What follows belongs to an exercise in optimizing a design on an open flow for small area, a short achievable clock period and few clock cycles per item; a production flow would make more cautious choices. RTL that was checked went through simulation tests only; none was proved equivalent to the original. The RTL of runs 2 and 3 was laid out without a check of its function. No activity file was given, so power comes from the tool's default toggle rates.

## flow/design.v (module list and top-level ports; edited modules follow where they fit)
// module booth_multiplier: 1621 lines
module booth_multiplier #(
  parameter MUL_WIDTH = 32
) (
  input                        clk,
  input                        rst_n,
  input                        start,
  input                        sign,
  input      [  MUL_WIDTH-1:0] data_in1,
  input      [  MUL_WIDTH-1:0] data_in2,
  output     [2*MUL_WIDTH-1:0] data_out,
  output reg                   ready
);
  // ...
==> flow/flow/run.sh <==
#!/bin/bash
# Own layout flow: the standard layout (standard.sh) with two changes.
#  1. Synthesis: Yosys's synth is also given -noabc, which drops the generic
#     "abc -fast" pass that runs before ORFS's full-adder extraction, so
#     extract_fa sees the design's full adders as written and maps them
#     without polarity inverters around the adder cells.  fsm and share are
#     still skipped, the design is flattened and renamed the same way, and ABC
#     still maps the remaining logic after adder extraction.
#  2. Port buffers: every input and output port still gets a buffer, but a
#     plain sky130_fd_sc_hd__buf_1 instead of the slow clkdlybuf4s50_1 that
#     buffer_ports picks by default.
# Each tool's output goes to flow.log here and to ORFS's own logs under orfs/logs.
set -euo pipefail
sed 's/yosys synth -nofsm -noshare /yosys synth -nofsm -noshare -noabc /' synth_recipe.tcl > own_synth.tcl
grep -q -- '-noabc' own_synth.tcl
sed -e 's#synth_recipe\.tcl#own_synth.tcl#g' \
    -e "s#CLKGATE_MAP_FILE= #CLKGATE_MAP_FILE= 'BUFFER_PORTS_ARGS=-buffer_cell sky130_fd_sc_hd__buf_1' #" \
    standard.sh > own_standard.sh
grep -q 'own_synth\.tcl' own_standard.sh
grep -q 'BUFFER_PORTS_ARGS' own_standard.sh
bash own_standard.sh > flow.log 2>&1
==> flow/standard.sh <==
#!/bin/bash
# synth_recipe.tcl (not shown) runs the flow's synth.tcl, then flattens the netlist and writes it again
# the make line also repeats each setting of config.mk as NAME=value (left out here)
make -C /OpenROAD-flow-scripts/flow DESIGN_CONFIG=/design/flow/config.mk WORK_HOME=/design/flow/orfs CLKGATE_MAP_FILE= SYNTH_SCRIPT=/design/flow/synth_recipe.tcl "${@:-finish}"
==> flow/config.mk <==
export PLATFORM = sky130hd
export DESIGN_NAME = booth_multiplier
export DESIGN_NICKNAME = booth_multiplier
export VERILOG_FILES = /design/flow/design.v
export SDC_FILE = /design/flow/constraint.sdc
export NUM_CORES = 4
export LEC_CHECK = 0
export CAP_MARGIN = 20
export CORE_MARGIN = 2
export CORE_UTILIZATION = 55
export SETUP_SLACK_MARGIN = 0.6
export SLEW_MARGIN = 20
==> flow/constraint.sdc <==
create_clock -name core_clock -period 5.0 [get_ports {clk}]
set_input_delay 1.0000 -clock core_clock [delete_from_list [all_inputs] [get_ports {clk}]]
set_output_delay 1.0000 -clock core_clock [all_outputs]
set_load 0.01 [all_outputs]
==> summary.md, run 1 <==
| Metric | Value |
|---|---|
| Status | finished clean |
| Yosys top cell by area | fa_1 |
| CTS resizes | 9 |
| Combinational power | 14,000 uW |
| Period utilization | 87.12% |
| Ratio of cells with drive above 1 in the final layout | 14.31% |
| LEAKAGE | 0.008788 uW |
| Hold Worst Slack | ~450 ps |
| Distinct cells, synth | 60 |
| Total Routing Usage GR | 34.68% |
| Diode count | 0 |
| Main combinational cell family by area after synthesis | adder cells |
| Layout area overhead | 12.96% |
| Pint | ~9800 uW |
| Clk tree area frac | 2.726% |
| Area share of fa/ha/maj cells after synthesis | 33.28% |
| Async set-reset flop share out of synthesis | 0% |
| Initial DRC Count | 1,683 |
| Final Setup Violations | 0 |
| Most frequent cells in the layout | 335 x xnor2_1, 278 x a22oi_1, 270 x fa_1 |
| Seq cells post-synth | 177 |
| I/O pins | 133 |
| IO Port Bufs | 132 |
| Most flops, register | r0 |
| Slew HR | between 30% and 40% |
Testbench counts, summed over its fixed seeds: cycles 6,408, items 3,200.
==> inputs of run 2 (changes only) <==
--- a/flow/design.v
+++ b/flow/design.v
@@ -1576,17 +1576,579 @@
   assign t0[60] = 1'b0;
   assign t1[60] = 1'b0;
   assign t0[61] = 1'b0;
   assign t1[61] = 1'b0;
   assign t0[62] = 1'b0;
   assign t1[62] = 1'b0;
   assign t0[63] = 1'b0;
   assign t1[63] = 1'b0;
-  assign data_out = {r0[45:0] + r1[45:0], lo_r};
+  wire [45:0] oa = r0[45:0];
+  wire [45:0] ob = r1[45:0];
+  wire [45:0] og0 = oa & ob;
+  wire [45:0] op0 = oa ^ ob;
+  wire [45:0] og1, op1;
+  assign og1[0] = og0[0];
+  assign op1[0] = op0[0];
+  assign og1[1] = og0[1] | (op0[1] & og0[0]);
+  assign op1[1] = op0[1] & op0[0];
+  assign og1[2] = og0[2];
+  assign op1[2] = op0[2];
+  assign og1[3] = og0[3] | (op0[3] & og0[2]);
+  assign op1[3] = op0[3] & op0[2];
+  assign og1[4] = og0[4];
+  assign op1[4] = op0[4];
+  assign og1[5] = og0[5] | (op0[5] & og0[4]);
+  assign op1[5] = op0[5] & op0[4];
+  assign og1[6] = og0[6];
+  assign op1[6] = op0[6];
+  assign og1[7] = og0[7] | (op0[7] & og0[6]);
+  assign op1[7] = op0[7] & op0[6];
+  assign og1[8] = og0[8];
+  assign op1[8] = op0[8];
+  assign og1[9] = og0[9] | (op0[9] & og0[8]);
+  assign op1[9] = op0[9] & op0[8];
+  assign og1[10] = og0[10];
+  assign op1[10] = op0[10];
+  assign og1[11] = og0[11] | (op0[11] & og0[10]);
+  assign op1[11] = op0[11] & op0[10];
+  assign og1[12] = og0[12];
+  assign op1[12] = op0[12];
+  assign og1[13] = og0[13] | (op0[13] & og0[12]);
+  assign op1[13] = op0[13] & op0[12];
+  assign og1[14] = og0[14];
+  assign op1[14] = op0[14];
+  assign og1[15] = og0[15] | (op0[15] & og0[14]);
+  assign op1[15] = op0[15] & op0[14];
+  assign og1[16] = og0[16];
+  assign op1[16] = op0[16];
+  assign og1[17] = og0[17] | (op0[17] & og0[16]);
+  assign op1[17] = op0[17] & op0[16];
+  assign og1[18] = og0[18];
+  assign op1[18] = op0[18];
+  assign og1[19] = og0[19] | (op0[19] & og0[18]);
+  assign op1[19] = op0[19] & op0[18];
+  assign og1[20] = og0[20];
+  assign op1[20] = op0[20];
+  assign og1[21] = og0[21] | (op0[21] & og0[20]);
+  assign op1[21] = op0[21] & op0[20];
+  assign og1[22] = og0[22];
+  assign op1[22] = op0[22];
+  assign og1[23] = og0[23] | (op0[23] & og0[22]);
+  assign op1[23] = op0[23] & op0[22];
+  assign og1[24] = og0[24];
+  assign op1[24] = op0[24];
+  assign og1[25] = og0[25] | (op0[25] & og0[24]);
+  assign op1[25] = op0[25] & op0[24];
+  assign og1[26] = og0[26];
+  assign op1[26] = op0[26];
+  assign og1[27] = og0[27] | (op0[27] & og0[26]);
+  assign op1[27] = op0[27] & op0[26];
+  assign og1[28] = og0[28];
+  assign op1[28] = op0[28];
+  assign og1[29] = og0[29] | (op0[29] & og0[28]);
+  assign op1[29] = op0[29] & op0[28];
+  assign og1[30] = og0[30];
+  assign op1[30] = op0[30];
+  assign og1[31] = og0[31] | (op0[31] & og0[30]);
+  assign op1[31] = op0[31] & op0[30];
+  assign og1[32] = og0[32];
+  assign op1[32] = op0[32];
+  assign og1[33] = og0[33] | (op0[33] & og0[32]);
+  assign op1[33] = op0[33] & op0[32];
+  assign og1[34] = og0[34];
+  assign op1[34] = op0[34];
+  assign og1[35] = og0[35] | (op0[35] & og0[34]);
+  assign op1[35] = op0[35] & op0[34];
+  assign og1[36] = og0[36];
+  assign op1[36] = op0[36];
+  assign og1[37] = og0[37] | (op0[37] & og0[36]);
+  assign op1[37] = op0[37] & op0[36];
+  assign og1[38] = og0[38];
+  assign op1[38] = op0[38];
+  assign og1[39] = og0[39] | (op0[39] & og0[38]);
+  assign op1[39] = op0[39] & op0[38];
+  assign og1[40] = og0[40];
+  assign op1[40] = op0[40];
+  assign og1[41] = og0[41] | (op0[41] & og0[40]);
+  assign op1[41] = op0[41] & op0[40];
+  assign og1[42] = og0[42];
+  assign op1[42] = op0[42];
+  assign og1[43] = og0[43] | (op0[43] & og0[42]);
+  assign op1[43] = op0[43] & op0[42];
+  assign og1[44] = og0[44];
+  assign op1[44] = op0[44];
+  assign og1[45] = og0[45] | (op0[45] & og0[44]);
+  assign op1[45] = op0[45] & op0[44];
+  wire [45:0] og2, op2;
+  assign og2[0] = og1[0];
+  assign op2[0] = op1[0];
+  assign og2[1] = og1[1];
+  assign op2[1] = op1[1];
+  assign og2[2] = og1[2] | (op1[2] & og1[1]);
+  assign op2[2] = op1[2] & op1[1];
+  assign og2[3] = og1[3] | (op1[3] & og1[1]);
+  assign op2[3] = op1[3] & op1[1];
+  assign og2[4] = og1[4];
+  assign op2[4] = op1[4];
+  assign og2[5] = og1[5];
+  assign op2[5] = op1[5];
+  assign og2[6] = og1[6] | (op1[6] & og1[5]);
+  assign op2[6] = op1[6] & op1[5];
+  assign og2[7] = og1[7] | (op1[7] & og1[5]);
+  assign op2[7] = op1[7] & op1[5];
+  assign og2[8] = og1[8];
+  assign op2[8] = op1[8];
+  assign og2[9] = og1[9];
+  assign op2[9] = op1[9];
+  assign og2[10] = og1[10] | (op1[10] & og1[9]);
+  assign op2[10] = op1[10] & op1[9];
+  assign og2[11] = og1[11] | (op1[11] & og1[9]);
+  assign op2[11] = op1[11] & op1[9];
+  assign og2[12] = og1[12];
+  assign op2[12] = op1[12];
+  assign og2[13] = og1[13];
+  assign op2[13] = op1[13];
+  assign og2[14] = og1[14] | (op1[14] & og1[13]);
+  assign op2[14] = op1[14] & op1[13];
+  assign og2[15] = og1[15] | (op1[15] & og1[13]);
+  assign op2[15] = op1[15] & op1[13];
+  assign og2[16] = og1[16];
+  assign op2[16] = op1[16];
+  assign og2[17] = og1[17];
+  assign op2[17] = op1[17];
+  assign og2[18] = og1[18] | (op1[18] & og1[17]);
+  assign op2[18] = op1[18] & op1[17];
+  assign og2[19] = og1[19] | (op1[19] & og1[17]);
+  assign op2[19] = op1[19] & op1[17];
+  assign og2[20] = og1[20];
+  assign op2[20] = op1[20];
+  assign og2[21] = og1[21];
+  assign op2[21] = op1[21];
+  assign og2[22] = og1[22] | (op1[22] & og1[21]);
+  assign op2[22] = op1[22] & op1[21];
+  assign og2[23] = og1[23] | (op1[23] & og1[21]);
+  assign op2[23] = op1[23] & op1[21];
+  assign og2[24] = og1[24];
+  assign op2[24] = op1[24];
+  assign og2[25] = og1[25];
+  assign op2[25] = op1[25];
+  assign og2[26] = og1[26] | (op1[26] & og1[25]);
+  assign op2[26] = op1[26] & op1[25];
+  assign og2[27] = og1[27] | (op1[27] & og1[25]);
+  assign op2[27] = op1[27] & op1[25];
+  assign og2[28] = og1[28];
+  assign op2[28] = op1[28];
+  assign og2[29] = og1[29];
+  assign op2[29] = op1[29];
+  assign og2[30] = og1[30] | (op1[30] & og1[29]);
+  assign op2[30] = op1[30] & op1[29];
+  assign og2[31] = og1[31] | (op1[31] & og1[29]);
+  assign op2[31] = op1[31] & op1[29];
+  assign og2[32] = og1[32];
+  assign op2[32] = op1[32];
+  assign og2[33] = og1[33];
+  assign op2[33] = op1[33];
+  assign og2[34] = og1[34] | (op1[34] & og1[33]);
+  assign op2[34] = op1[34] & op1[33];
+  assign og2[35] = og1[35] | (op1[35] & og1[33]);
+  assign op2[35] = op1[35] & op1[33];
+  assign og2[36] = og1[36];
+  assign op2[36] = op1[36];
+  assign og2[37] = og1[37];
+  assign op2[37] = op1[37];
+  assign og2[38] = og1[38] | (op1[38] & og1[37]);
+  assign op2[38] = op1[38] & op1[37];
+  assign og2[39] = og1[39] | (op1[39] & og1[37]);
+  assign op2[39] = op1[39] & op1[37];
+  assign og2[40] = og1[40];
+  assign op2[40] = op1[40];
+  assign og2[41] = og1[41];
+  assign op2[41] = op1[41];
+  assign og2[42] = og1[42] | (op1[42] & og1[41]);
+  assign op2[42] = op1[42] & op1[41];
+  assign og2[43] = og1[43] | (op1[43] & og1[41]);
+  assign op2[43] = op1[43] & op1[41];
+  assign og2[44] = og1[44];
+  assign op2[44] = op1[44];
+  assign og2[45] = og1[45];
+  assign op2[45] = op1[45];
+  wire [45:0] og3, op3;
+  assign og3[0] = og2[0];
+  assign op3[0] = op2[0];
+  assign og3[1] = og2[1];
+  assign op3[1] = op2[1];
+  assign og3[2] = og2[2];
+  assign op3[2] = op2[2];
+  assign og3[3] = og2[3];
+  assign op3[3] = op2[3];
+  assign og3[4] = og2[4] | (op2[4] & og2[3]);
+  assign op3[4] = op2[4] & op2[3];
+  assign og3[5] = og2[5] | (op2[5] & og2[3]);
+  assign op3[5] = op2[5] & op2[3];
+  assign og3[6] = og2[6] | (op2[6] & og2[3]);
+  assign op3[6] = op2[6] & op2[3];
+  assign og3[7] = og2[7] | (op2[7] & og2[3]);
+  assign op3[7] = op2[7] & op2[3];
+  assign og3[8] = og2[8];
+  assign op3[8] = op2[8];
+  assign og3[9] = og2[9];
+  assign op3[9] = op2[9];
+  assign og3[10] = og2[10];
+  assign op3[10] = op2[10];
+  assign og3[11] = og2[11];
+  assign op3[11] = op2[11];
+  assign og3[12] = og2[12] | (op2[12] & og2[11]);
+  assign op3[12] = op2[12] & op2[11];
+  assign og3[13] = og2[13] | (op2[13] & og2[11]);
+  assign op3[13] = op2[13] & op2[11];
+  assign og3[14] = og2[14] | (op2[14] & og2[11]);
+  assign op3[14] = op2[14] & op2[11];
+  assign og3[15] = og2[15] | (op2[15] & og2[11]);
+  assign op3[15] = op2[15] & op2[11];
+  assign og3[16] = og2[16];
+  assign op3[16] = op2[16];
+  assign og3[17] = og2[17];
+  assign op3[17] = op2[17];
+  assign og3[18] = og2[18];
+  assign op3[18] = op2[18];
+  assign og3[19] = og2[19];
+  assign op3[19] = op2[19];
+  assign og3[20] = og2[20] | (op2[20] & og2[19]);
+  assign op3[20] = op2[20] & op2[19];
+  assign og3[21] = og2[21] | (op2[21] & og2[19]);
+  assign op3[21] = op2[21] & op2[19];
+  assign og3[22] = og2[22] | (op2[22] & og2[19]);
+  assign op3[22] = op2[22] & op2[19];
+  assign og3[23] = og2[23] | (op2[23] & og2[19]);
+  assign op3[23] = op2[23] & op2[19];
+  assign og3[24] = og2[24];
+  assign op3[24] = op2[24];
+  assign og3[25] = og2[25];
+  assign op3[25] = op2[25];
+  assign og3[26] = og2[26];
+  assign op3[26] = op2[26];
+  assign og3[27] = og2[27];
+  assign op3[27] = op2[27];
+  assign og3[28] = og2[28] | (op2[28] & og2[27]);
+  assign op3[28] = op2[28] & op2[27];
+  assign og3[29] = og2[29] | (op2[29] & og2[27]);
+  assign op3[29] = op2[29] & op2[27];
+  assign og3[30] = og2[30] | (op2[30] & og2[27]);
+  assign op3[30] = op2[30] & op2[27];
+  assign og3[31] = og2[31] | (op2[31] & og2[27]);
+  assign op3[31] = op2[31] & op2[27];
+  assign og3[32] = og2[32];
+  assign op3[32] = op2[32];
+  assign og3[33] = og2[33];
+  assign op3[33] = op2[33];
+  assign og3[34] = og2[34];
+  assign op3[34] = op2[34];
+  assign og3[35] = og2[35];
+  assign op3[35] = op2[35];
+  assign og3[36] = og2[36] | (op2[36] & og2[35]);
+  assign op3[36] = op2[36] & op2[35];
+  assign og3[37] = og2[37] | (op2[37] & og2[35]);
+  assign op3[37] = op2[37] & op2[35];
+  assign og3[38] = og2[38] | (op2[38] & og2[35]);
+  assign op3[38] = op2[38] & op2[35];
+  assign og3[39] = og2[39] | (op2[39] & og2[35]);
+  assign op3[39] = op2[39] & op2[35];
+  assign og3[40] = og2[40];
+  assign op3[40] = op2[40];
+  assign og3[41] = og2[41];
+  assign op3[41] = op2[41];
+  assign og3[42] = og2[42];
+  assign op3[42] = op2[42];
+  assign og3[43] = og2[43];
+  assign op3[43] = op2[43];
+  assign og3[44] = og2[44] | (op2[44] & og2[43]);
+  assign op3[44] = op2[44] & op2[43];
+  assign og3[45] = og2[45] | (op2[45] & og2[43]);
+  assign op3[45] = op2[45] & op2[43];
+  wire [45:0] og4, op4;
+  assign og4[0] = og3[0];
+  assign op4[0] = op3[0];
+  assign og4[1] = og3[1];
+  assign op4[1] = op3[1];
+  assign og4[2] = og3[2];
+  assign op4[2] = op3[2];
+  assign og4[3] = og3[3];
+  assign op4[3] = op3[3];
+  assign og4[4] = og3[4];
+  assign op4[4] = op3[4];
+  assign og4[5] = og3[5];
+  assign op4[5] = op3[5];
+  assign og4[6] = og3[6];
+  assign op4[6] = op3[6];
+  assign og4[7] = og3[7];
+  assign op4[7] = op3[7];
+  assign og4[8] = og3[8] | (op3[8] & og3[7]);
+  assign op4[8] = op3[8] & op3[7];
+  assign og4[9] = og3[9] | (op3[9] & og3[7]);
+  assign op4[9] = op3[9] & op3[7];
+  assign og4[10] = og3[10] | (op3[10] & og3[7]);
+  assign op4[10] = op3[10] & op3[7];
+  assign og4[11] = og3[11] | (op3[11] & og3[7]);
+  assign op4[11] = op3[11] & op3[7];
+  assign og4[12] = og3[12] | (op3[12] & og3[7]);
+  assign op4[12] = op3[12] & op3[7];
+  assign og4[13] = og3[13] | (op3[13] & og3[7]);
+  assign op4[13] = op3[13] & op3[7];
+  assign og4[14] = og3[14] | (op3[14] & og3[7]);
+  assign op4[14] = op3[14] & op3[7];
+  assign og4[15] = og3[15] | (op3[15] & og3[7]);
+  assign op4[15] = op3[15] & op3[7];
+  assign og4[16] = og3[16];
+  assign op4[16] = op3[16];
+  assign og4[17] = og3[17];
+  assign op4[17] = op3[17];
+  assign og4[18] = og3[18];
+  assign op4[18] = op3[18];
+  assign og4[19] = og3[19];
+  assign op4[19] = op3[19];
+  assign og4[20] = og3[20];
+  assign op4[20] = op3[20];
+  assign og4[21] = og3[21];
+  assign op4[21] = op3[21];
+  assign og4[22] = og3[22];
+  assign op4[22] = op3[22];
+  assign og4[23] = og3[23];
+  assign op4[23] = op3[23];
+  assign og4[24] = og3[24] | (op3[24] & og3[23]);
+  assign op4[24] = op3[24] & op3[23];
+  assign og4[25] = og3[25] | (op3[25] & og3[23]);
+  assign op4[25] = op3[25] & op3[23];
+  assign og4[26] = og3[26] | (op3[26] & og3[23]);
+  assign op4[26] = op3[26] & op3[23];
+  assign og4[27] = og3[27] | (op3[27] & og3[23]);
+  assign op4[27] = op3[27] & op3[23];
+  assign og4[28] = og3[28] | (op3[28] & og3[23]);
+  assign op4[28] = op3[28] & op3[23];
+  assign og4[29] = og3[29] | (op3[29] & og3[23]);
+  assign op4[29] = op3[29] & op3[23];
+  assign og4[30] = og3[30] | (op3[30] & og3[23]);
+  assign op4[30] = op3[30] & op3[23];
+  assign og4[31] = og3[31] | (op3[31] & og3[23]);
+  assign op4[31] = op3[31] & op3[23];
+  assign og4[32] = og3[32];
+  assign op4[32] = op3[32];
+  assign og4[33] = og3[33];
+  assign op4[33] = op3[33];
+  assign og4[34] = og3[34];
+  assign op4[34] = op3[34];
+  assign og4[35] = og3[35];
+  assign op4[35] = op3[35];
+  assign og4[36] = og3[36];
+  assign op4[36] = op3[36];
+  assign og4[37] = og3[37];
+  assign op4[37] = op3[37];
+  assign og4[38] = og3[38];
+  assign op4[38] = op3[38];
+  assign og4[39] = og3[39];
+  assign op4[39] = op3[39];
+  assign og4[40] = og3[40] | (op3[40] & og3[39]);
+  assign op4[40] = op3[40] & op3[39];
+  assign og4[41] = og3[41] | (op3[41] & og3[39]);
+  assign op4[41] = op3[41] & op3[39];
+  assign og4[42] = og3[42] | (op3[42] & og3[39]);
+  assign op4[42] = op3[42] & op3[39];
+  assign og4[43] = og3[43] | (op3[43] & og3[39]);
+  assign op4[43] = op3[43] & op3[39];
+  assign og4[44] = og3[44] | (op3[44] & og3[39]);
+  assign op4[44] = op3[44] & op3[39];
+  assign og4[45] = og3[45] | (op3[45] & og3[39]);
+  assign op4[45] = op3[45] & op3[39];
+  wire [45:0] og5, op5;
+  assign og5[0] = og4[0];
+  assign op5[0] = op4[0];
+  assign og5[1] = og4[1];
+  assign op5[1] = op4[1];
+  assign og5[2] = og4[2];
+  assign op5[2] = op4[2];
+  assign og5[3] = og4[3];
+  assign op5[3] = op4[3];
+  assign og5[4] = og4[4];
+  assign op5[4] = op4[4];
+  assign og5[5] = og4[5];
+  assign op5[5] = op4[5];
+  assign og5[6] = og4[6];
+  assign op5[6] = op4[6];
+  assign og5[7] = og4[7];
+  assign op5[7] = op4[7];
+  assign og5[8] = og4[8];
+  assign op5[8] = op4[8];
+  assign og5[9] = og4[9];
+  assign op5[9] = op4[9];
+  assign og5[10] = og4[10];
+  assign op5[10] = op4[10];
+  assign og5[11] = og4[11];
+  assign op5[11] = op4[11];
+  assign og5[12] = og4[12];
+  assign op5[12] = op4[12];
+  assign og5[13] = og4[13];
+  assign op5[13] = op4[13];
+  assign og5[14] = og4[14];
+  assign op5[14] = op4[14];
+  assign og5[15] = og4[15];
+  assign op5[15] = op4[15];
+  assign og5[16] = og4[16] | (op4[16] & og4[15]);
+  assign op5[16] = op4[16] & op4[15];
+  assign og5[17] = og4[17] | (op4[17] & og4[15]);
+  assign op5[17] = op4[17] & op4[15];
+  assign og5[18] = og4[18] | (op4[18] & og4[15]);
+  assign op5[18] = op4[18] & op4[15];
+  assign og5[19] = og4[19] | (op4[19] & og4[15]);
+  assign op5[19] = op4[19] & op4[15];
+  assign og5[20] = og4[20] | (op4[20] & og4[15]);
+  assign op5[20] = op4[20] & op4[15];
+  assign og5[21] = og4[21] | (op4[21] & og4[15]);
+  assign op5[21] = op4[21] & op4[15];
+  assign og5[22] = og4[22] | (op4[22] & og4[15]);
+  assign op5[22] = op4[22] & op4[15];
+  assign og5[23] = og4[23] | (op4[23] & og4[15]);
+  assign op5[23] = op4[23] & op4[15];
+  assign og5[24] = og4[24] | (op4[24] & og4[15]);
+  assign op5[24] = op4[24] & op4[15];
+  assign og5[25] = og4[25] | (op4[25] & og4[15]);
+  assign op5[25] = op4[25] & op4[15];
+  assign og5[26] = og4[26] | (op4[26] & og4[15]);
+  assign op5[26] = op4[26] & op4[15];
+  assign og5[27] = og4[27] | (op4[27] & og4[15]);
+  assign op5[27] = op4[27] & op4[15];
+  assign og5[28] = og4[28] | (op4[28] & og4[15]);
+  assign op5[28] = op4[28] & op4[15];
+  assign og5[29] = og4[29] | (op4[29] & og4[15]);
+  assign op5[29] = op4[29] & op4[15];
+  assign og5[30] = og4[30] | (op4[30] & og4[15]);
+  assign op5[30] = op4[30] & op4[15];
+  assign og5[31] = og4[31] | (op4[31] & og4[15]);
+  assign op5[31] = op4[31] & op4[15];
+  assign og5[32] = og4[32];
+  assign op5[32] = op4[32];
+  assign og5[33] = og4[33];
+  assign op5[33] = op4[33];
+  assign og5[34] = og4[34];
+  assign op5[34] = op4[34];
+  assign og5[35] = og4[35];
+  assign op5[35] = op4[35];
+  assign og5[36] = og4[36];
+  assign op5[36] = op4[36];
+  assign og5[37] = og4[37];
+  assign op5[37] = op4[37];
+  assign og5[38] = og4[38];
+  assign op5[38] = op4[38];
+  assign og5[39] = og4[39];
+  assign op5[39] = op4[39];
+  assign og5[40] = og4[40];
+  assign op5[40] = op4[40];
+  assign og5[41] = og4[41];
+  assign op5[41] = op4[41];
+  assign og5[42] = og4[42];
+  assign op5[42] = op4[42];
+  assign og5[43] = og4[43];
+  assign op5[43] = op4[43];
+  assign og5[44] = og4[44];
+  assign op5[44] = op4[44];
+  assign og5[45] = og4[45];
+  assign op5[45] = op4[45];
+  wire [45:0] og6, op6;
+  assign og6[0] = og5[0];
+  assign op6[0] = op5[0];
+  assign og6[1] = og5[1];
+  assign op6[1] = op5[1];
+  assign og6[2] = og5[2];
+  assign op6[2] = op5[2];
+  assign og6[3] = og5[3];
+  assign op6[3] = op5[3];
+  assign og6[4] = og5[4];
+  assign op6[4] = op5[4];
+  assign og6[5] = og5[5];
+  assign op6[5] = op5[5];
+  assign og6[6] = og5[6];
+  assign op6[6] = op5[6];
+  assign og6[7] = og5[7];
+  assign op6[7] = op5[7];
+  assign og6[8] = og5[8];
+  assign op6[8] = op5[8];
+  assign og6[9] = og5[9];
+  assign op6[9] = op5[9];
+  assign og6[10] = og5[10];
+  assign op6[10] = op5[10];
+  assign og6[11] = og5[11];
+  assign op6[11] = op5[11];
+  assign og6[12] = og5[12];
+  assign op6[12] = op5[12];
+  assign og6[13] = og5[13];
+  assign op6[13] = op5[13];
+  assign og6[14] = og5[14];
+  assign op6[14] = op5[14];
+  assign og6[15] = og5[15];
+  assign op6[15] = op5[15];
+  assign og6[16] = og5[16];
+  assign op6[16] = op5[16];
+  assign og6[17] = og5[17];
+  assign op6[17] = op5[17];
+  assign og6[18] = og5[18];
+  assign op6[18] = op5[18];
+  assign og6[19] = og5[19];
+  assign op6[19] = op5[19];
+  assign og6[20] = og5[20];
+  assign op6[20] = op5[20];
+  assign og6[21] = og5[21];
+  assign op6[21] = op5[21];
+  assign og6[22] = og5[22];
+  assign op6[22] = op5[22];
+  assign og6[23] = og5[23];
+  assign op6[23] = op5[23];
+  assign og6[24] = og5[24];
+  assign op6[24] = op5[24];
+  assign og6[25] = og5[25];
+  assign op6[25] = op5[25];
+  assign og6[26] = og5[26];
+  assign op6[26] = op5[26];
+  assign og6[27] = og5[27];
+  assign op6[27] = op5[27];
+  assign og6[28] = og5[28];
+  assign op6[28] = op5[28];
+  assign og6[29] = og5[29];
+  assign op6[29] = op5[29];
+  assign og6[30] = og5[30];
+  assign op6[30] = op5[30];
+  assign og6[31] = og5[31];
+  assign op6[31] = op5[31];
+  assign og6[32] = og5[32] | (op5[32] & og5[31]);
+  assign op6[32] = op5[32] & op5[31];
+  assign og6[33] = og5[33] | (op5[33] & og5[31]);
+  assign op6[33] = op5[33] & op5[31];
+  assign og6[34] = og5[34] | (op5[34] & og5[31]);
+  assign op6[34] = op5[34] & op5[31];
+  assign og6[35] = og5[35] | (op5[35] & og5[31]);
+  assign op6[35] = op5[35] & op5[31];
+  assign og6[36] = og5[36] | (op5[36] & og5[31]);
+  assign op6[36] = op5[36] & op5[31];
+  assign og6[37] = og5[37] | (op5[37] & og5[31]);
+  assign op6[37] = op5[37] & op5[31];
+  assign og6[38] = og5[38] | (op5[38] & og5[31]);
+  assign op6[38] = op5[38] & op5[31];
+  assign og6[39] = og5[39] | (op5[39] & og5[31]);
+  assign op6[39] = op5[39] & op5[31];
+  assign og6[40] = og5[40] | (op5[40] & og5[31]);
+  assign op6[40] = op5[40] & op5[31];
+  assign og6[41] = og5[41] | (op5[41] & og5[31]);
+  assign op6[41] = op5[41] & op5[31];
+  assign og6[42] = og5[42] | (op5[42] & og5[31]);
+  assign op6[42] = op5[42] & op5[31];
+  assign og6[43] = og5[43] | (op5[43] & og5[31]);
+  assign op6[43] = op5[43] & op5[31];
+  assign og6[44] = og5[44] | (op5[44] & og5[31]);
+  assign op6[44] = op5[44] & op5[31];
+  assign og6[45] = og5[45] | (op5[45] & og5[31]);
+  assign op6[45] = op5[45] & op5[31];
+  assign data_out = {op0 ^ {og6[44:0], 1'b0}, lo_r};
   always @(posedge clk) begin
     a_r <= a_in;
     negb_r[0] <= negb[0];
     negb_r[1] <= negb[1];
     negb_r[2] <= negb[2];
     negb_r[3] <= negb[3];
     negb_r[4] <= negb[4];
     negb_r[5] <= negb[5];
==> flow/flow/run.sh (replaced) <==
#!/bin/bash
# Own layout flow: the standard layout (standard.sh) with two changes.
#  1. Synthesis: Yosys's synth is also given -noabc, which drops the generic
#     "abc -fast" pass that runs before ORFS's full-adder extraction, so
#     extract_fa sees the design's full adders as written and maps them
#     without polarity inverters around the adder cells.  fsm and share are
#     still skipped, the design is flattened and renamed the same way, and ABC
#     still maps the remaining logic after adder extraction.
#  2. Port buffers: every input and output port still gets a buffer, but a
#     plain sky130_fd_sc_hd__buf_2 instead of the slow clkdlybuf4s50_1 that
#     buffer_ports picks by default.
# Each tool's output goes to flow.log here and to ORFS's own logs under orfs/logs.
set -euo pipefail
sed 's/yosys synth -nofsm -noshare /yosys synth -nofsm -noshare -noabc /' synth_recipe.tcl > own_synth.tcl
grep -q -- '-noabc' own_synth.tcl
sed -e 's#synth_recipe\.tcl#own_synth.tcl#g' \
    -e "s#CLKGATE_MAP_FILE= #CLKGATE_MAP_FILE= 'BUFFER_PORTS_ARGS=-buffer_cell sky130_fd_sc_hd__buf_2' #" \
    standard.sh > own_standard.sh
grep -q 'own_synth\.tcl' own_standard.sh
grep -q 'BUFFER_PORTS_ARGS' own_standard.sh
bash own_standard.sh > flow.log 2>&1
==> flow/config.mk (replaced) <==
export PLATFORM = sky130hd
export DESIGN_NAME = booth_multiplier
export DESIGN_NICKNAME = booth_multiplier
export VERILOG_FILES = /design/flow/design.v
export SDC_FILE = /design/flow/constraint.sdc
export NUM_CORES = 4
export LEC_CHECK = 0
export CAP_MARGIN = 20
export CORE_MARGIN = 2
export CORE_UTILIZATION = 55
export SETUP_SLACK_MARGIN = 0.3
export SLEW_MARGIN = 20
==> summary.md, run 2 <==
| Metric | Value |
|---|---|
| Remaining DRCs | 0 |
| Final Setup Violations | 0 (unchanged) |
| Max Cap Violations | 0 |
| Worst Hold Path EP | ready |
| Number of flip-flops in the largest register | 50 |
| Vias per Instance | 6.246 |
| VDD IR-drop max | 0.0006977 V |
| TritonRoute pass-1 iters | 7 |
| Core Box Area | 36,430 sq um |
| Final ANT Viol Nets | 0 |
| Final Max Tran Viols | 0 |
| Post-synth top cells | 346 x xnor2_1, 302 x fa_1, 287 x a22oi_1 |
| Clk_skew | 16.67 ps |
| Top FF cell, synth | edfxtp_1 |
| H-tree depth | 4 |
| Gpl congestion | roughly 0.94 |
| Layout area overhead | 11.52% |
| Cts hold-fix bufs | 0 |
| Avg Cell Area, Syn | 11.31 sq um |
| Worst setup startpoint | data_in2[4] |
| Crit path time final | approximately 4500 ps |
| Period utilization | 90.55% (+3.4 points) |
| Synth Instances | approximately 1.8k |
| Path category of the worst min-delay check | flip-flop to flip-flop |
| Height of the die | 195.8 um |
| Initial antenna violation count | 1 |
| IO Port Bufs | 132 (unchanged) |
| Required @ worst endpoint | 5220 ps |
| Final setup TNS | 0 ps |
| Grt total ovfl | 0 |
| P per Cell Area | slightly below 800 nW/um^2 |
| CP arrival | 4740 ps |
| Seq cells post-synth | 177 (unchanged) |
| Distinct cells, synth | 55 (-8.3%) |
| Via count | 14.80k |
| Synthesized area | 20,240 sq um |
| Syn Nets | between 2k and 2.5k |
| Final #Nets | 2,335 |
| YS warnings | 1 |
| Post-synthesis sequential area ratio | a little under a quarter |
| Slew HR | 27.01% (-6.8 points) |
| Critical R2R Launch | idle_r |
| Top cells by area, synth | fa_1 30%, edfxtp_1 17%, xnor2_1 15% |
| R2R Path End | r1[19] |
| Starting density of the core | about 56% |
| Hold Vio Cnt, Final | 0 |
| Clock transition at path regs | 80 ps |
| Routed WL per cell | 26.77 um |
| Global-route wire length before repair | 96.79 mm |
| HP Start | ready |
| CP Capture Type | flip-flop |
| Vias in the first global route | 15.43k |
| Clock latency (worst-skew pair) | roughly 470 ps |
| WS Path Type | input pin to flip-flop |
| CTS sink cnt | between 150 and 200 |
| Chip Width | 195.8 um |
| Final core occ | 61.95% |
| EDFF count, synth | 117 |
| FF-to-FF path depth | 10 |
| LEAKAGE | 0.008778 uW (-0.12%) |
| Worst slew pin tran | 1081 ps |
| CTS max path bufs | 2 |
| FMAX | 220.9 MHz |
| Number of CTS-inserted buffers | 17 |
| Ratio of cells with drive above 1 in the final layout | 17.46% (+3.2 points) |
| Worst R2R Setup Slack | 540 ps |
| DIE AREA | approximately 38,000 sq um |
| Async set-reset flop share out of synthesis | 0% (unchanged) |
| Worst hold stages | 1 |
| Status | finished clean |
| RSZ-0062 raised after global routing | no |
| Largest regs | r0: 50 flops, r1: 49 flops, a_r: 33 flops |
| WL final | 63.45 mm |
| Row cnt | 70 |
| Most frequent cells in the layout | 346 x xnor2_1, 302 x fa_1, 287 x a22oi_1 |
| CTS tree | yes |
| Most common cell after layout, fill and taps aside | xnor2_1 |
| Worst-path fanout max | 27 |
| Cell with the most instances after synthesis | xnor2_1 |
| Largest net degree at the start of global routing | 51 |
| Most flops, register | r0 |
| PnR Total Power | approximately 17,000 uW |
| Total Routing Usage GR | 34.47% (-0.20 points) |
| Startpoint Class | input pin |
| DP HPWL | 48.87 mm |
| Top cell type's share of synthesized area | 29.87% |
| Root Driver | clkbuf_16 |
| Initial DRC Count | 1,378 (-18%) |
| Yosys top cell by area | fa_1 |
| I/O pins | 133 (unchanged) |
## run 2: critical path, stage by stage
cell and delay [ps]:
buf_2 100, or3b_2 500, a31oi_4 220, buf_12 220
a22oi_1 120, xnor2_1 180, fa_1 560, fa_1 440
fa_1 400, fa_1 550, fa_1 420
## run 2: worst max path at each step
stage	to	slack, ps	cells after the start
after floorplan	r1[18]	300	10
after global placement	r1[29]	70	11
after detailed placement	r1[29]	20	11
after CTS	data_out[62]	360	13
after global routing	data_out[63]	320	12
final	r1[19]	470	11
## run 2: logic make-up (layout without fill, tap and decap cells)
group | count (synthesis) | in the layout | synth area share, %
AND/OR/NAND/NOR | 212 | 212 | 5.242
flip-flops | 177 | 177 | 23.29
AO/OA/AOI/OAI | 411 | 411 | 14.69
adder cells (fa/ha/maj) | 379 | 379 | 34.63
XOR/XNOR | 368 | 368 | 15.92
other | 0 | 1 | 0
buffers and inverters | 199 | 311 | 3.882
multiplexers | 43 | 43 | 2.337
## run 2: area by class of cell
type / instances / area, sq um
Sequential cell: 177 / 4720
Inverter: 60 / 227.7
Clock inverter: 12 / 117.6
Multi-Input combinational cell: 1413 / 14900
Fill cell: 3042 / 13860
Antenna cell: 1 / 2.502
Timing Repair Buffer: 219 / 1564
Tap cell: 468 / 585.6
Clock buffer: 20 / 457.9
## run 2: timing repair
item | CTS | global route
pin swaps | 1 | 2
setup buffers | 1 | 0
resized for setup | 1 | 8
gates cloned | 0 | 0
endpoints found under the setup margin | 2 | 10
## run 2: layer usage
metal,share of wire (%),GRT usage [%],vias to the layer above
li1,-,-,6422
met1,38,41.76,7577
met2,50,58.44,636
met3,5.7,5.174,167
met4,6.8,20.99,0
met5,0,0,-
## run 2: stage by stage
step / instance area, sq um / instances / hold slack (ps) / worst slack [ps]
floorplan: 20300 / 1789 / 436.0 / 300.4
global placement: 21940 / 2336 / 433.2 / 66.72
detailed placement: 21940 / 2336 / 444.2 / 15.93
CTS: 22530 / 2369 / 464.1 / 359.0
global route: 22570 / 2370 / 485.8 / 318.2
finish: 22570 / 2370 / 456.7 / 472.5
## run 2: power by group
part / internal (uW) / switching, uW / total [uW]
sequential: 3040 / 318 / 3360
clock: 687 / 646 / 1330
combinational: 5710 / 7010 / 12700
total: 9440 / 7980 / 17400
==> inputs of run 3 (changes only) <==
--- a/flow/config.mk
+++ b/flow/config.mk
@@ -8,5 +8,5 @@
 export CAP_MARGIN = 20
 export CORE_MARGIN = 2
 export CORE_UTILIZATION = 55
-export SETUP_SLACK_MARGIN = 0.3
+export SETUP_SLACK_MARGIN = 0.6
 export SLEW_MARGIN = 20
==> summary.md, run 3 <==
| Metric | Value |
|---|---|
| Status | finished clean |
| Final #Nets | 2,335 (unchanged) |
| Cell with the most instances after synthesis | xnor2_1 |
| Register cell area after layout | 4720 sq um (unchanged) |
| Core Box Area | 36,430 sq um (unchanged) |
| Largest net degree at the start of global routing | 49 (-3.9%) |
| FF-to-FF path depth | 9 (-1) |
| TritonRoute pass-1 iters | 5 (-2) |
| Path category of the worst min-delay check | flip-flop to flip-flop |
| Top cell type's share of synthesized area | 29.87% (unchanged) |
| Number of CTS-inserted buffers | 17 (unchanged) |
| EDFF count, synth | 117 (unchanged) |
| Top cells by area, synth | fa_1 30%, edfxtp_1 17%, xnor2_1 15% |
| Final setup TNS | 0 ps (unchanged) |
| H-tree depth | 4 (unchanged) |
| Clock transition at path regs | 80 ps (about the same) |
| FILL cells | 2,979 (-2.1%) |
| Vias per Instance | 6.453 (+3.3%) |
| Ratio of cells with drive above 1 in the final layout | 21.20% (+3.7 points) |
| Root Driver | clkbuf_16 |
| CP Capture Type | flip-flop |
| CTS max path bufs | 2 (unchanged) |
| Required @ worst endpoint | 5220 ps (about the same) |
| Met2 WL post-DR | 30.45 mm (-3.2%) |
| Final Setup Violations | 0 (unchanged) |
| Remaining DRCs | 0 (unchanged) |
| Max Cap Violations | 0 (unchanged) |
| Initial DRC Count | 1,533 (+11%) |
| Worst-path fanout max | 8 (-70%) |
| WS Path Type | input pin to flip-flop |
| Total Routing Usage GR | 35.57% (+1.1 points) |
| Clock latency (worst-skew pair) | 480 ps (about the same) |
| Final ANT Viol Nets | 0 (unchanged) |
| IO Port Bufs | 132 (unchanged) |
| Syn Nets | 2,236 (unchanged) |
| DP HPWL | 47.88 mm (-2.0%) |
| Gpl congestion | 0.9126 (-2.5%) |
| Initial antenna violation count | 4 (+3) |
| Met1 wire length | 26.27 mm (+9.3%) |
| Post-synth top cells | 346 x xnor2_1, 302 x fa_1, 287 x a22oi_1 |
| Worst setup startpoint | data_in2[4] |
| Vias in the first global route | 15.80k (+2.4%) |
| Most frequent cells in the layout | 345 x xnor2_1, 285 x a22oi_1, 254 x fa_1 |
| Cts hold-fix bufs | 0 (unchanged) |
| FMAX | 226.6 MHz (+2.6%) |
| Synth Instances | 1,789 (unchanged) |
| VDD IR-drop max | 0.0003874 V (-44%) |
| Critical R2R Launch | idle_a0 |
| Period utilization | 88.26% (-2.3 points) |
| RSZ-0062 raised after global routing | yes |
| R2R Path End | r1[28] |
| Yosys top cell by area | fa_1 |
| Row cnt | 70 (unchanged) |
| Routed wl met3 | 6.704 mm (+85%) |
| Routed WL per cell | 28.01 um (+4.6%) |
| Most flops, register | r0 |
| Final core occ | 62.92% (+0.97 points) |
| Async set-reset flop share out of synthesis | 0% (unchanged) |
| Synthesized area | 20,240 sq um (unchanged) |
| CTS sink cnt | 177 (unchanged) |
| Distinct cells, synth | 55 (unchanged) |
| Crit path time final | 4413 ps (-114.5 ps) |
| Hold Vio Cnt, Final | 0 (unchanged) |
| Area of the multi-input gates | 15,150 sq um (+1.7%) |
| Worst slew pin tran | 820.5 ps (-260.1 ps) |
| Critical Path Sink | r1[32] |
| Seq cells post-synth | 177 (unchanged) |
| Height of the die | 195.8 um (unchanged) |
| Clk_skew | 21.17 ps (+4.502 ps) |
| Final worst slack | 586.9 ps (+114.5 ps) |
| Avg Cell Area, Syn | 11.31 sq um (unchanged) |
| Place WS | 93.30 ps (+77.37 ps) |
| Post-synthesis sequential area ratio | 23.29% (unchanged) |
| PnR Total Power | 17,970 uW (+3.2%) |
| Number of flip-flops in the largest register | 50 (unchanged) |
| Global-route wire length before repair | 99.93 mm (+3.2%) |
| Starting density of the core | 55.55% (unchanged) |
| DIE AREA | 38,350 sq um (unchanged) |
| Top FF cell, synth | edfxtp_1 |
| Grt total ovfl | 0 (unchanged) |
| Chip Width | 195.8 um (unchanged) |
| I/O pins | 133 (unchanged) |
| CP arrival | 4630 ps (-110 ps) |
| Largest regs | r0: 50 flops, r1: 49 flops, a_r: 33 flops |
| Slew HR | 45.30% (+18 points) |
| YS warnings | 1 (unchanged) |
| Worst R2R Setup Slack | 720 ps (+180 ps) |
| WL final | 66.40 mm (+4.6%) |
| LEAKAGE | 0.008816 uW (+0.44%) |
| Via count | 15.29k (+3.3%) |
| Most common cell after layout, fill and taps aside | xnor2_1 |
| Highest metal used | met5 |
| CTS tree | yes |
| Startpoint Class | input pin |
| Layout area overhead | 13.27% |
| P per Cell Area | 783.7 nW/um^2 (+1.6%) |
| Final Max Tran Viols | 0 (unchanged) |
[run 3: cell counts after synthesis]
Identical to the previous run, type by type.
[run 3: worst max-delay path: stages]
cell       delay [ps]
buf_8              90
or3b_4            390
a31oi_4           250
buf_6             160
clkbuf_16         160
a22oi_1            80
xnor2_1           210
fa_1              470
fa_1              420
fa_2              430
fa_1              530
fa_2              430
[run 3: per-stage QoR]
stage	std cells	hold WS, ps	instance area (sq um)
global placement	2318	429.3	21950
finish	2370	446.2	22920
floorplan	1789	436.0	20550
CTS	2355	448.3	22670
global route	2369	467.2	22920
detailed placement	2318	429.8	21950
[run 3: worst min-delay path by stage]
stage / endpoint / slack (ps) / cells past startpoint / startpoint
after global routing: idle_a0 / 470 / 1 / idle_a0
after detailed placement: idle_a0 / 430 / 1 / idle_a0
after CTS: idle_a0 / 450 / 1 / idle_a0
final: idle_a0 / 450 / 1 / idle_a0
after floorplan: ready / 440 / 1 / ready
after global placement: idle_a0 / 430 / 1 / idle_a0
[run 3: layout make-up]
cell class | instances | area share, %
diodes | 1 | 0.01092
repair buffers | 219 | 7.215
flip-flops and latches | 177 | 20.59
well taps | 468 | 2.554
inverters | 60 | 1.032
multi-input cells | 1413 | 66.07
clock buffers | 19 | 2.025
clock inverters | 13 | 0.5076
[run 3: what timing repair did]
action,in CTS,in global routing
pin swaps,10,33
gates resized for setup,23,33
buffers inserted,5,12
cloned,0,2
setup endpoints to repair,25,45
[run 3: kinds of logic after synthesis]
kind of cell	count (synthesis)	synth area share, %
multiplexers	43	2.337
AO/OA/AOI/OAI	411	14.69
AND/OR/NAND/NOR	212	5.242
XOR/XNOR	368	15.92
adder cells (fa/ha/maj)	379	34.63
buffers and inverters	199	3.882
flip-flops	177	23.29
[run 3: report_power, final]
group / leakage (uW) / total, uW / switching [uW] / internal, uW
Clock: 0.000285 / 1390 / 689 / 698
Combinational: 0.00687 / 13200 / 7090 / 6070
Sequential: 0.00166 / 3410 / 374 / 3040
[run 3: metal layers]
layer / vias to the layer above / global-route usage, %
met5: - / 0
met4: 4 / 16.39
met3: 175 / 8.905
met2: 909 / 55.42
met1: 7788 / 47.15
li1: 6418 / -

-- port drivers added, routing unchanged --
In the flow no input, the clock included, has a driving cell. The finished layouts below were timed again as built, in two steps.
Step 1 assumes that a clkbuf_16 drives the clock port and a buf_2 every other input.
Step 2 adds t to the input delays and takes it off the output delays; t is the mean of the earliest and latest rising clock arrival at the registers after step 1. Input paths then give back, and output paths get back, about the clock's delay inside the block.
Slacks: no drivers / after step 1 / after step 2; pairs: no drivers / after step 1.
run	shift t [ns]	slack for setup (ns)	latest minus earliest clock arrival (ns)
run 1	0.526	0.644 / 0.603 / 0.148	0.014 / 0.014
run 2	0.522	0.472 / 0.451 / -0.012	0.016 / 0.017
run 3	0.526	0.587 / 0.550 / 0.079	0.021 / 0.021
Met with ideal ports but missed after step 2: setup timing in run 2. For run 3, which loses most, drivers alone change the setup slack by -0.037 ns; drivers and shift together by -0.508 ns.
